Background: an optimization exercise with open tools, aiming at small area, a short achievable clock period and few clock cycles per item. Do not read the settings as production practice. At most, simulation tests tie the RTL to the original design; equivalence was not proved.

==> inputs of job 2308 <==
// GCD
module GCD (
input  logic clk,
input  logic rst_n,
input  logic [31:0] a_in,
input  logic [31:0] b_in,
output logic done,
output logic [31:0] gcd
);
localparam int SH = 3;
localparam logic [1:0] LOAD = 2'd0, RUN = 2'd1, FIN = 2'd2;
logic [1:0]  state;
logic [31:0] a, b;
logic [4:0]  k;
logic        half;    
wire swap1 = half | (~a[0] & ~b[0]);    
wire use_a = ~(a[0] & ~b[0]) | half;    
wire use_b = a[0] & ~half;              
wire [31:0] x = a & {32{use_a}};
wire [31:0] y = b & {32{use_b}};
wire [31:0] gp [0:5];
wire [31:0] pp [0:5];
assign gp[0] = x & ~y;
assign pp[0] = ~(x ^ y);
for (genvar l = 0; l < 5; l++) begin : g_lvl
  for (genvar i = 0; i < 32; i++) begin : g_bit
    if ((i >> l) & 1) begin : g_op
      localparam int J = ((i >> l) << l) - 1;
      assign gp[l+1][i] = gp[l][i] | (pp[l][i] & gp[l][J]);
      assign pp[l+1][i] = pp[l][i] & pp[l][J];
    end else begin : g_pass
      assign gp[l+1][i] = gp[l][i];
      assign pp[l+1][i] = pp[l][i];
  ...
==> module GCD, before the edit <==
module GCD (
input  logic clk,
input  logic rst_n,
input  logic [31:0] a_in,
input  logic [31:0] b_in,
output logic done,
output logic [31:0] gcd
);
localparam int SH = 3;
localparam logic [1:0] LOAD = 2'd0, RUN = 2'd1, FIN = 2'd2;
logic [1:0]  state;
logic [31:0] a, b;
logic [4:0]  k;
logic        half;    
wire swap1 = half | (~a[0] & ~b[0]);    
wire use_a = ~(a[0] & ~b[0]) | half;    
wire use_b = a[0] & ~half;              
wire [31:0] x = a & {32{use_a}};
wire [31:0] y = b & {32{use_b}};
wire [31:0] gp [0:5];
wire [31:0] pp [0:5];
assign gp[0] = x & ~y;
assign pp[0] = ~(x ^ y);
for (genvar l = 0; l < 5; l++) begin : g_lvl
  for (genvar i = 0; i < 32; i++) begin : g_bit
    if ((i >> l) & 1) begin : g_op
      localparam int J = ((i >> l) << l) - 1;
      assign gp[l+1][i] = gp[l][i] | (pp[l][i] & gp[l][J]);
      assign pp[l+1][i] = pp[l][i] & pp[l][J];
    end else begin : g_pass
      assign gp[l+1][i] = gp[l][i];
      assign pp[l+1][i] = pp[l][i];
    end
  end
end
wire [31:0] gpre = gp[5];
wire [31:0] ppre = pp[5];
wire ge = gpre[31] | ppre[31];        
wire eq = ppre[31];                   
wire [31:0] c1 = {gpre[30:0] | ppre[30:0], 1'b1};
wire [31:0] c0 = {gpre[30:0], 1'b0};
wire [31:0] r = ge ? (pp[0] ^ c1) : ~(pp[0] ^ c0);    
wire [SH-1:0] dl = x[SH-1:0] - y[SH-1:0];
logic [31:0] r_sh;
always_comb begin
  logic z;
  r_sh = r >> 1;
  z = ~swap1;
  for (int i = 2; i <= SH; i++) begin
    z = z & ~dl[i-1];
    if (z) r_sh = r >> i;
  end
end
wire kz = (k == 5'd0);
assign done = shl & kz;
assign gcd = a;
wire run  = (state == RUN);
wire load = (state == LOAD);
wire fin  = (state == FIN);
wire shl  = fin | (run & eq);
always_ff @(posedge clk) begin
  if (load) begin
    a <= a_in;
    b <= b_in;
    k <= 5'd0;
    half <= 1'b0;
  end else begin
    b <= r_sh;
    half <= run & swap1 & ~half;
    if (shl) begin
      a <= {a[30:0], 1'b0};
      k <= k - 5'd1;
    end else begin
      if (ge) a <= b;
      if (half) k <= k + 5'd1;
    end
  end
end
always_ff @(posedge clk) begin
  if (rst_n) state <= LOAD;
  else if (load) state <= RUN;
  else if (shl && kz) state <= LOAD;
  else if (shl) state <= FIN;
end
endmodule
export LEC_CHECK = 0
export CAP_MARGIN = 20
export CORE_MARGIN = 2
export CORE_UTILIZATION = 40
export SETUP_SLACK_MARGIN = 1.5
export SLEW_MARGIN = 20
create_clock -name core_clock -period 4.5 [get_ports {clk}]
run.sh (not shown) runs the stock make flow with config.mk's settings and CLKGATE_MAP_FILE= SYNTH_SCRIPT=/design/flow/synth_recipe.tcl, a recipe that flattens the netlist after the stock synthesis.
==> job 994: changes against job 2308 <==
==> flow/design.v (replaced) <==
`timescale 1ns/1ps
module GCD (
input  logic clk,
input  logic rst_n,
input  logic [31:0] a_in,
input  logic [31:0] b_in,
output logic done,
output logic [31:0] gcd
);
localparam int SH = 4;
localparam logic [1:0] LOAD = 2'd0, RUN = 2'd1, FIN = 2'd2;
logic [1:0]  state;
logic [31:0] a, b;
logic [4:0]  k;
logic        half;      
logic        swap1;     
logic        m_sub, m_a, m_b;
wire run  = (state == RUN);
wire load = (state == LOAD);
wire fin  = (state == FIN);
wire [31:0] gp [0:5];
wire [31:0] pp [0:5];
assign gp[0] = a & ~b;
assign pp[0] = ~(a ^ b);
for (genvar l = 0; l < 5; l++) begin : g_lvl
  for (genvar i = 0; i < 32; i++) begin : g_bit
    if ((i >> l) & 1) begin : g_op
      localparam int J = ((i >> l) << l) - 1;
      assign gp[l+1][i] = gp[l][i] | (pp[l][i] & gp[l][J]);
      assign pp[l+1][i] = pp[l][i] & pp[l][J];
    end else begin : g_pass
      assign gp[l+1][i] = gp[l][i];
      assign pp[l+1][i] = pp[l][i];
    end
  end
end
wire [31:0] gpre = gp[5];
wire [31:0] ppre = pp[5];
wire ge = gpre[31] | ppre[31];                        
wire eq = ppre[31];                                   
wire [31:0] c1 = {gpre[30:0] | ppre[30:0], 1'b1};
wire [31:0] c0 = {gpre[30:0], 1'b0};
wire [31:0] d_ab = pp[0] ^ c1;                        
wire [31:0] d_ba = ~(pp[0] ^ c0);                     
wire [31:0] r = ({32{m_sub &  ge}} & d_ab) |
                ({32{m_sub & ~ge}} & d_ba) |
                ({32{m_a}} & a) |
                ({32{m_b}} & b);
wire [SH:0] t = m_sub ? ~pp[0][SH:0] : m_a ? a[SH:0] : b[SH:0];
logic [31:0] r_sh;
always_comb begin
  logic z;
  r_sh = r >> 1;
  z = ~swap1;
  for (int i = 2; i <= SH; i++) begin
    z = z & ~t[i-1];
    if (z) r_sh = r >> i;
  end
end
wire kz  = (k == 5'd0);
wire shl = fin | (run & m_sub & eq);
assign done = shl & kz;
assign gcd = a;
wire half_nx = run & swap1 & ~half;
wire a0_nx   = swap1 ? b[0] : 1'b1;
wire b0_nx   = swap1 ? a[1] : |t[SH:1];
always_ff @(posedge clk) begin
  if (load) begin
    a <= a_in;
    b <= b_in;
    k <= 5'd0;
    half  <= 1'b0;
    swap1 <= ~a_in[0] & ~b_in[0];
    m_sub <= a_in[0] & b_in[0];
    m_a   <= ~a_in[0];
    m_b   <= a_in[0] & ~b_in[0];
  end else begin
    b <= r_sh;
    half  <= half_nx;
    swap1 <= half_nx | (~a0_nx & ~b0_nx);
    m_sub <= a0_nx & b0_nx & ~half_nx;
    m_a   <= ~a0_nx | half_nx;
    m_b   <= a0_nx & ~b0_nx & ~half_nx;
    if (shl) begin
      a <= {a[30:0], 1'b0};
      k <= k - 5'd1;
    end else begin
      if ((m_sub & ge) | m_a) a <= b;
      if (half) k <= k + 5'd1;
    end
  end
end
always_ff @(posedge clk) begin
  if (rst_n) state <= LOAD;
  else if (load) state <= RUN;
  else if (shl && kz) state <= LOAD;
  else if (shl) state <= FIN;
end
endmodule
==> flow/flow/run.sh (new file) <==
#!/bin/bash
# The standard layout (the standard.sh: ORFS synthesis through finish),
# with each port buffered by a small sky130_fd_sc_hd__buf_1 instead of the
# buffer cell buffer_ports picks by default. Nothing else changes.
set -euo pipefail
export BUFFER_PORTS_ARGS="-buffer_cell sky130_fd_sc_hd__buf_1"
bash standard.sh > standard.log 2>&1
==> flow/standard.sh (new file) <==
#!/bin/bash
# synth_recipe.tcl (not shown) runs the flow's synth.tcl, then flattens the netlist and writes it again
# the make line also repeats each setting of config.mk as NAME=value (left out here)
make -C /OpenROAD-flow-scripts/flow DESIGN_CONFIG=/design/flow/config.mk WORK_HOME=/design/flow/orfs CLKGATE_MAP_FILE= SYNTH_SCRIPT=/design/flow/synth_recipe.tcl "${@:-finish}"
--- a/flow/config.mk
+++ b/flow/config.mk
@@ -8,5 +8,5 @@
 export CAP_MARGIN = 20
 export CORE_MARGIN = 2
-export CORE_UTILIZATION = 40
-export SETUP_SLACK_MARGIN = 1.5
+export CORE_UTILIZATION = 60
+export SETUP_SLACK_MARGIN = 0.8
 export SLEW_MARGIN = 20
removed: flow/run.sh
==> job 1842: changes against job 2308 <==
--- a/flow/design.v
+++ b/flow/design.v
@@ -15,6 +15,5 @@
 logic        half;    
 wire swap1 = half | (~a[0] & ~b[0]);    
-wire use_a = ~(a[0] & ~b[0]) | half;    
-wire use_b = a[0] & ~half;              
+logic use_a, use_b;
 wire [31:0] x = a & {32{use_a}};
 wire [31:0] y = b & {32{use_b}};
@@ -42,5 +41,5 @@
 wire [31:0] c0 = {gpre[30:0], 1'b0};
 wire [31:0] r = ge ? (pp[0] ^ c1) : ~(pp[0] ^ c0);    
-wire [SH-1:0] dl = x[SH-1:0] - y[SH-1:0];
+wire [SH:0] dl = x[SH:0] - y[SH:0];
 logic [31:0] r_sh;
 always_comb begin
@@ -60,4 +59,7 @@
 wire fin  = (state == FIN);
 wire shl  = fin | (run & eq);
+wire half_nx = run & swap1 & ~half;
+wire a0_nx = swap1 ? b[0] : 1'b1;
+wire b0_nx = swap1 ? a[1] : |dl[SH:1];
 always_ff @(posedge clk) begin
   if (load) begin
@@ -66,7 +68,11 @@
     k <= 5'd0;
     half <= 1'b0;
+    use_a <= ~(a_in[0] & ~b_in[0]);
+    use_b <= a_in[0];
   end else begin
+    use_a <= ~(a0_nx & ~b0_nx) | half_nx;
+    use_b <= a0_nx & ~half_nx;
     b <= r_sh;
-    half <= run & swap1 & ~half;
+    half <= half_nx;
     if (shl) begin
       a <= {a[30:0], 1'b0};
==> flow/flow/run.sh (new file) <==
#!/bin/bash
# The standard layout (the standard.sh: ORFS synthesis through finish),
# with each port buffered by a small sky130_fd_sc_hd__buf_1 instead of the
# buffer cell buffer_ports picks by default. Nothing else changes.
set -euo pipefail
export BUFFER_PORTS_ARGS="-buffer_cell sky130_fd_sc_hd__buf_1"
bash standard.sh > standard.log 2>&1
==> flow/standard.sh (new file) <==
#!/bin/bash
# synth_recipe.tcl (not shown) runs the flow's synth.tcl, then flattens the netlist and writes it again
# the make line also repeats each setting of config.mk as NAME=value (left out here)
make -C /OpenROAD-flow-scripts/flow DESIGN_CONFIG=/design/flow/config.mk WORK_HOME=/design/flow/orfs CLKGATE_MAP_FILE= SYNTH_SCRIPT=/design/flow/synth_recipe.tcl "${@:-finish}"
--- a/flow/config.mk
+++ b/flow/config.mk
@@ -8,5 +8,5 @@
 export CAP_MARGIN = 20
 export CORE_MARGIN = 2
-export CORE_UTILIZATION = 40
-export SETUP_SLACK_MARGIN = 1.5
+export CORE_UTILIZATION = 60
+export SETUP_SLACK_MARGIN = 0.8
 export SLEW_MARGIN = 20
removed: flow/run.sh
==> notes.md <==
Die area: job 994 < job 1842 < job 2308. The highest worst hold slack belongs to job 1842, the lowest to job 2308. Critical path depth: job 2308 > job 994 > job 1842. In cell count, job 1842 and job 994 do not differ. The lowest count of clock-buffer cells in the layout belongs to job 994, the highest to job 2308. The highest synthesized cell count belongs to job 994, the lowest to job 2308. In job 1842 the final area is smaller than in job 2308, by 13%. The lowest setup slack belongs to job 2308, the highest to job 1842.
==> figures <==
metric                                                      job 2308   job 1842    job 994
Clk_skew                                                  0.00893 ns  0.0172 ns  0.0130 ns
Least setup slack across all paths after layout             0.690 ns   0.812 ns   0.790 ns
Wire length of the first global-routing pass                34900 µm   31400 µm   33400 µm
Clk Latency, worst-skew pair                                 0.35 ns    0.39 ns    0.39 ns
DRC marker count from the first detailed-route iteration         404        620       1008
DIE HEIGHT                                                    131 µm     109 µm     107 µm
Min Tclk post-route                                          3.81 ns    3.69 ns    3.71 ns
GPL Wtd Cong                                                   0.965      0.911      0.996
Post-layout utilization of the core                            59.9%      76.4%      75.5%
Worst endpoint data arrival time                             4.07 ns    3.93 ns    3.97 ns
Register share of the cell area                                18.6%      21.8%      23.6%
Slew at the pin with the worst max-slew slack                1.11 ns   0.972 ns   0.765 ns
Capture point of the critical path                             b[15]      b[17]      b[15]
Terminus of the critical flop-to-flop path                     b[15]      b[17]      b[15]
Status                                      timing/DRC/antenna clean  timing/DRC/antenna clean  timing/DRC/antenna clean
Count of clock tree sinks                                         72         74         76
Pin count of the biggest net entering global routing              37         91         44
Post-synthesis mux area share                                  11.3%      10.8%      2.67%
Testbench counts of job 994, summed over its fixed seeds: cycles 78,976, items 4,000.
Testbench counts of job 1842, summed over its fixed seeds: cycles 83,220, items 4,000.
Only the layout flow was run in job 2308; the RTL was not checked for function there.

-- what the ideal ports hide --
The flow's constraints put no driver on any port. The routed layouts listed below were extracted and timed again, unchanged, in two steps. Step 1, drivers: a clkbuf_16 drives clk and a buf_2 each remaining input, both assumed. Step 2 adds t to the input delays and takes it off the output delays; t is the mean of the earliest and latest rising clock arrival at the registers after step 1. Input paths then give back, and output paths get back, about the clock's delay inside the block. Three values: ideal ports, drivers, drivers and shift; two values: the first two.
run	t (ns)	slack for setup (ns)	worst hold slack (ns)	worst setup path after step 2
job 2308	0.392	0.690 / 0.690 / 0.690	0.528 / 0.528 / 0.528	register to register
job 994	0.421	0.790 / 0.754 / 0.790	0.531 / 0.531 / 0.531	register to register
job 1842	0.422	0.812 / 0.793 / 0.812	0.535 / 0.535 / 0.535	register to register
After both steps setup and hold are still met in every run listed.
